Background: an optimization exercise with open tools, aiming at small area. Do not read the settings as production practice. Function was checked by simulation only, so behaviour that the tests miss may differ from the original. Power figures rest on the tool's default switching activity, not on a simulated workload.

==> inputs of 08-26 <==
Design LAB_3, start of the top module:
module LAB_3 (rd1,rd2,ra1,ra2,wa,wd,Clk,WE,rst);
	input [31:0] wd;
	input [4:0] ra1,ra2,wa;
	input Clk, WE, rst;
	output [31:0] rd1,rd2;
	wire [31:0] wsel, rsel1, rsel2;
	wire [32*31-1:0] Q;
	reg [31:1] valid;
	L3Decoder decw (wsel, wa, WE);
	L3Decoder dec1 (rsel1, ra1, 1'b1);
	L3Decoder dec2 (rsel2, ra2, 1'b1);
	always @(posedge Clk or posedge rst)
		if (rst)
			valid <= 31'h0;
		else
			valid <= valid | wsel[31:1];
	genvar i;
	generate
		for (i = 1; i < 32; i = i + 1) begin : r
			reg [31:0] q;
			wire [31:0] d;
			L3Register wm (d, wd, q, wsel[i], ~wsel[i]);
			always @(posedge Clk)
				q <= d;
			assign Q[32*(i-1) +: 32] = q;
		end
	endgenerate
	L3MUX mux1 (rd1, rsel1[31:1] & valid, Q);
	L3MUX mux2 (rd2, rsel2[31:1] & valid, Q);
endmodule
==> module L3Decoder, before the edit <==
module L3Decoder (Y, s, en);
	output [31:0] Y;
	input [4:0] s;
	input en;
	genvar i;
	generate
		for (i = 0; i < 32; i = i + 1) begin : g
			assign Y[i] = en & (s == i);
		end
	endgenerate
endmodule
==> module L3Register, before the edit <==
module L3Register (d, wd, q, we, nwe);
	output [31:0] d;
	input [31:0] wd, q;
	input we, nwe;
	assign d = ({32{we}} & wd) | ({32{nwe}} & q);
endmodule
==> module LAB_3, before the edit <==
module LAB_3 (rd1,rd2,ra1,ra2,wa,wd,Clk,WE,rst);
	input [31:0] wd;
	input [4:0] ra1,ra2,wa;
	input Clk, WE, rst;
	output [31:0] rd1,rd2;
	wire [31:0] wsel, rsel1, rsel2;
	wire [32*31-1:0] Q;
	reg [31:1] valid;
	L3Decoder decw (wsel, wa, WE);
	L3Decoder dec1 (rsel1, ra1, 1'b1);
	L3Decoder dec2 (rsel2, ra2, 1'b1);
	always @(posedge Clk or posedge rst)
		if (rst)
			valid <= 31'h0;
		else
			valid <= valid | wsel[31:1];
	genvar i;
	generate
		for (i = 1; i < 32; i = i + 1) begin : r
			reg [31:0] q;
			wire [31:0] d;
			L3Register wm (d, wd, q, wsel[i], ~wsel[i]);
			always @(posedge Clk)
				q <= d;
			assign Q[32*(i-1) +: 32] = q;
		end
	endgenerate
	L3MUX mux1 (rd1, rsel1[31:1] & valid, Q);
	L3MUX mux2 (rd2, rsel2[31:1] & valid, Q);
endmodule
export LEC_CHECK = 0
export CAP_MARGIN = 20
export CORE_MARGIN = 2
export CORE_UTILIZATION = 40
export SETUP_SLACK_MARGIN = 0.3
export SLEW_MARGIN = 20
export SYNTH_HIERARCHICAL = 1
create_clock -name core_clock -period 6.0 [get_ports {Clk}]
run.sh (not shown) runs the stock make flow with config.mk's settings and CLKGATE_MAP_FILE= SYNTH_SCRIPT=/design/flow/synth_recipe.tcl, a recipe that flattens the netlist after the stock synthesis.
==> 09-08: changes against 08-26 <==
--- a/flow/design.v
+++ b/flow/design.v
@@ -1,10 +1,23 @@
+module L3Sel (y, en, a, b);
+	output y;
+	input en, a, b;
+	assign y = en & a & b;
+endmodule
 module L3Decoder (Y, s, en);
-	output [31:0] Y;
+	output [31:1] Y;
 	input [4:0] s;
-	input en;
+	input [31:1] en;
+	wire [3:0] lo;
+	wire [7:0] hi;
 	genvar i;
 	generate
-		for (i = 0; i < 32; i = i + 1) begin : g
-			assign Y[i] = en & (s == i);
+		for (i = 0; i < 4; i = i + 1) begin : l
+			assign lo[i] = (s[1:0] == i);
+		end
+		for (i = 0; i < 8; i = i + 1) begin : h
+			assign hi[i] = (s[4:2] == i);
+		end
+		for (i = 1; i < 32; i = i + 1) begin : g
+			L3Sel sel (Y[i], en[i], lo[i % 4], hi[i / 4]);
 		end
 	endgenerate
@@ -43,9 +56,19 @@
 	endgenerate
 endmodule
+module L3WrBit (d, wd, q, we, nwe);
+	output d;
+	input wd, q, we, nwe;
+	assign d = (we & wd) | (nwe & q);
+endmodule
 module L3Register (d, wd, q, we, nwe);
 	output [31:0] d;
 	input [31:0] wd, q;
 	input we, nwe;
-	assign d = ({32{we}} & wd) | ({32{nwe}} & q);
+	genvar b;
+	generate
+		for (b = 0; b < 32; b = b + 1) begin : g
+			L3WrBit wb (d[b], wd[b], q[b], we, nwe);
+		end
+	endgenerate
 endmodule
 module LAB_3 (rd1,rd2,ra1,ra2,wa,wd,Clk,WE,rst);
@@ -54,15 +77,15 @@
 	input Clk, WE, rst;
 	output [31:0] rd1,rd2;
-	wire [31:0] wsel, rsel1, rsel2;
+	wire [31:1] wsel, rsel1, rsel2;
 	wire [32*31-1:0] Q;
 	reg [31:1] valid;
-	L3Decoder decw (wsel, wa, WE);
-	L3Decoder dec1 (rsel1, ra1, 1'b1);
-	L3Decoder dec2 (rsel2, ra2, 1'b1);
+	L3Decoder decw (wsel, wa, {31{WE}});
+	L3Decoder dec1 (rsel1, ra1, valid);
+	L3Decoder dec2 (rsel2, ra2, valid);
 	always @(posedge Clk or posedge rst)
 		if (rst)
 			valid <= 31'h0;
 		else
-			valid <= valid | wsel[31:1];
+			valid <= valid | wsel;
 	genvar i;
 	generate
@@ -76,5 +99,5 @@
 		end
 	endgenerate
-	L3MUX mux1 (rd1, rsel1[31:1] & valid, Q);
-	L3MUX mux2 (rd2, rsel2[31:1] & valid, Q);
+	L3MUX mux1 (rd1, rsel1, Q);
+	L3MUX mux2 (rd2, rsel2, Q);
 endmodule
==> flow/flow/run.sh (new file) <==
#!/bin/bash
# Standard ORFS layout with two changes: the port buffers start as the
# smallest buffer (repair_design still sizes them up where needed), and the
# clock tree uses small clock buffers in small clusters, without dummy loads.
set -euo pipefail
export BUFFER_PORTS_ARGS="-buffer_cell sky130_fd_sc_hd__buf_1"
export CTS_ARGS="-sink_clustering_enable -repair_clock_nets -dont_use_dummy_load -buf_list {sky130_fd_sc_hd__clkbuf_4 sky130_fd_sc_hd__clkbuf_8} -sink_clustering_size 16 -sink_clustering_max_diameter 60"
bash standard.sh > standard.log 2>&1
==> flow/standard.sh (new file) <==
#!/bin/bash
# synth_recipe.tcl (not shown) runs the flow's synth.tcl, then flattens the netlist and writes it again
# the make line also repeats each setting of config.mk as NAME=value (left out here)
make -C /OpenROAD-flow-scripts/flow DESIGN_CONFIG=/design/flow/config.mk WORK_HOME=/design/flow/orfs CLKGATE_MAP_FILE= SYNTH_SCRIPT=/design/flow/synth_recipe.tcl "${@:-finish}"
--- a/flow/config.mk
+++ b/flow/config.mk
@@ -8,6 +8,7 @@
 export CAP_MARGIN = 20
 export CORE_MARGIN = 2
-export CORE_UTILIZATION = 40
-export SETUP_SLACK_MARGIN = 0.3
+export CORE_UTILIZATION = 55
+export PLACE_DENSITY = 0.8
+export SETUP_SLACK_MARGIN = 0.1
 export SLEW_MARGIN = 20
 export SYNTH_HIERARCHICAL = 1
removed: flow/run.sh
==> 08-27: changes against 08-26 <==
--- a/flow/design.v
+++ b/flow/design.v
@@ -1,10 +1,10 @@
 module L3Decoder (Y, s, en);
-	output [31:0] Y;
+	output [31:1] Y;
 	input [4:0] s;
-	input en;
+	input [31:1] en;
 	genvar i;
 	generate
-		for (i = 0; i < 32; i = i + 1) begin : g
-			assign Y[i] = en & (s == i);
+		for (i = 1; i < 32; i = i + 1) begin : g
+			assign Y[i] = en[i] & (s == i);
 		end
 	endgenerate
@@ -43,9 +43,19 @@
 	endgenerate
 endmodule
+module L3WrBit (d, wd, q, we, nwe);
+	output d;
+	input wd, q, we, nwe;
+	assign d = (we & wd) | (nwe & q);
+endmodule
 module L3Register (d, wd, q, we, nwe);
 	output [31:0] d;
 	input [31:0] wd, q;
 	input we, nwe;
-	assign d = ({32{we}} & wd) | ({32{nwe}} & q);
+	genvar b;
+	generate
+		for (b = 0; b < 32; b = b + 1) begin : g
+			L3WrBit wb (d[b], wd[b], q[b], we, nwe);
+		end
+	endgenerate
 endmodule
 module LAB_3 (rd1,rd2,ra1,ra2,wa,wd,Clk,WE,rst);
@@ -54,15 +64,15 @@
 	input Clk, WE, rst;
 	output [31:0] rd1,rd2;
-	wire [31:0] wsel, rsel1, rsel2;
+	wire [31:1] wsel, rsel1, rsel2;
 	wire [32*31-1:0] Q;
 	reg [31:1] valid;
-	L3Decoder decw (wsel, wa, WE);
-	L3Decoder dec1 (rsel1, ra1, 1'b1);
-	L3Decoder dec2 (rsel2, ra2, 1'b1);
+	L3Decoder decw (wsel, wa, {31{WE}});
+	L3Decoder dec1 (rsel1, ra1, valid);
+	L3Decoder dec2 (rsel2, ra2, valid);
 	always @(posedge Clk or posedge rst)
 		if (rst)
 			valid <= 31'h0;
 		else
-			valid <= valid | wsel[31:1];
+			valid <= valid | wsel;
 	genvar i;
 	generate
@@ -76,5 +86,5 @@
 		end
 	endgenerate
-	L3MUX mux1 (rd1, rsel1[31:1] & valid, Q);
-	L3MUX mux2 (rd2, rsel2[31:1] & valid, Q);
+	L3MUX mux1 (rd1, rsel1, Q);
+	L3MUX mux2 (rd2, rsel2, Q);
 endmodule
==> flow/flow/run.sh (new file) <==
#!/bin/bash
# Standard ORFS layout with two changes: the port buffers start as the
# smallest buffer (repair_design still sizes them up where needed), and the
# clock tree uses small clock buffers in small clusters, without dummy loads.
set -euo pipefail
export BUFFER_PORTS_ARGS="-buffer_cell sky130_fd_sc_hd__buf_1"
export CTS_ARGS="-sink_clustering_enable -repair_clock_nets -dont_use_dummy_load -buf_list {sky130_fd_sc_hd__clkbuf_4 sky130_fd_sc_hd__clkbuf_8} -sink_clustering_size 16 -sink_clustering_max_diameter 60"
bash standard.sh > standard.log 2>&1
==> flow/standard.sh (new file) <==
#!/bin/bash
# synth_recipe.tcl (not shown) runs the flow's synth.tcl, then flattens the netlist and writes it again
# the make line also repeats each setting of config.mk as NAME=value (left out here)
make -C /OpenROAD-flow-scripts/flow DESIGN_CONFIG=/design/flow/config.mk WORK_HOME=/design/flow/orfs CLKGATE_MAP_FILE= SYNTH_SCRIPT=/design/flow/synth_recipe.tcl "${@:-finish}"
--- a/flow/config.mk
+++ b/flow/config.mk
@@ -9,5 +9,5 @@
 export CORE_MARGIN = 2
 export CORE_UTILIZATION = 40
-export SETUP_SLACK_MARGIN = 0.3
+export SETUP_SLACK_MARGIN = 0.1
 export SLEW_MARGIN = 20
 export SYNTH_HIERARCHICAL = 1
removed: flow/run.sh
==> summary of the runs <==
In clock skew, 08-27 and 09-08 do not differ.
Of 08-27 and 08-26, 08-27 has the higher sequential share of layout area (gap 4.9 points).
Against 09-08, the core utilization of 08-26 is lower by 14 points.
Against 08-27, the first-iteration DRC count of 08-26 is smaller by 12%.
Worst setup slack, highest first: 09-08, 08-27, 08-26.
Final cell count: 08-26 is larger than 09-08 (about 15%).
Clock power: 08-26 > 08-27 > 09-08.
The lowest global-route usage belongs to 08-26, the highest to 09-08.
Wire length, lowest first: 09-08, 08-26, 08-27.
==> figures <==
| metric | 09-08 | 08-27 | 08-26 |
|---|---|---|---|
| Relative contribution of the clock network to total power | 22.9% | 23.9% | 37.9% |
| Aggregate routed wire length | 174000 microns | 183000 microns | 179000 microns |
| Area of the multi-input gates | 17900 sq um | 18100 sq um | 18600 sq um |
| Power Sequential | 9280 uW | 9270 uW | 9260 uW |
| Worst IR Drop VDD | 178 uV | 194 uV | 265 uV |
| Clock network power consumption | 3360 uW | 3530 uW | 6790 uW |
| Ratio of final minimum period to clock period | 88.9% | 90.3% | 94.9% |
| Row cnt | 97 | 114 | 117 |
| Area fraction of clock buffers and clock inverters | 2.46% | 2.64% | 7.43% |
| Starting Density | 55.4% | 40.2% | 40.4% |
| Status | finished clean | finished clean | finished clean |
| Via density per instance | 9.11 | 8.04 | 7.55 |
| Count of flip-flops with a built-in enable after synthesis | 0 | 0 | - |
| Cell at the root of the clock tree | sky130_fd_sc_hd__clkbuf_8 | sky130_fd_sc_hd__clkbuf_8 | sky130_fd_sc_hd__clkbuf_16 |
| Commonest register cell after synthesis | sky130_fd_sc_hd__dfxtp_1 | sky130_fd_sc_hd__dfxtp_1 | - |
| Leakage component of the power | 0.0177 uW | 0.0174 uW | 0.0194 uW |
| Post-DP HPWL | 99400 microns | 105000 microns | 107000 microns |
| Worst setup slack after placement | 0.927 ns | 0.885 ns | 0.165 ns |
| Number of CTS-inserted buffers | 76 | 82 | 103 |

-- separate check: timing with driven ports --
How much do the figures lean on ideal ports? The routed layouts below were timed once more, with nothing changed but the port constraints. Step 1 sets driving cells, clkbuf_16 on the clock port and buf_2 on the other inputs (assumed; they add their load-dependent delay and slew). Step 2 adds t to the input delays and takes it off the output delays; t is the mean of the earliest and latest rising clock arrival at the registers after step 1. Input paths then give back, and output paths get back, about the clock's delay inside the block. Slacks: ideal / step 1 / step 2; pairs: ideal / step 1.
run | t (ns) | slack for setup (ns) | worst setup path after step 2 | slew at the worst register clock pin (ns)
08-26 | 0.756 | 0.308 / 0.283 / 0.283 | input to output | 0.07 / 0.07
09-08 | 0.758 | 0.663 / 0.629 / 0.629 | input to output | 0.11 / 0.11
08-27 | 0.800 | 0.580 / 0.554 / 0.554 | input to output | 0.11 / 0.11
After both steps setup and hold are still met in every run listed. For 09-08, which loses most, drivers alone change the setup slack by -0.034 ns; drivers and shift together by -0.034 ns.
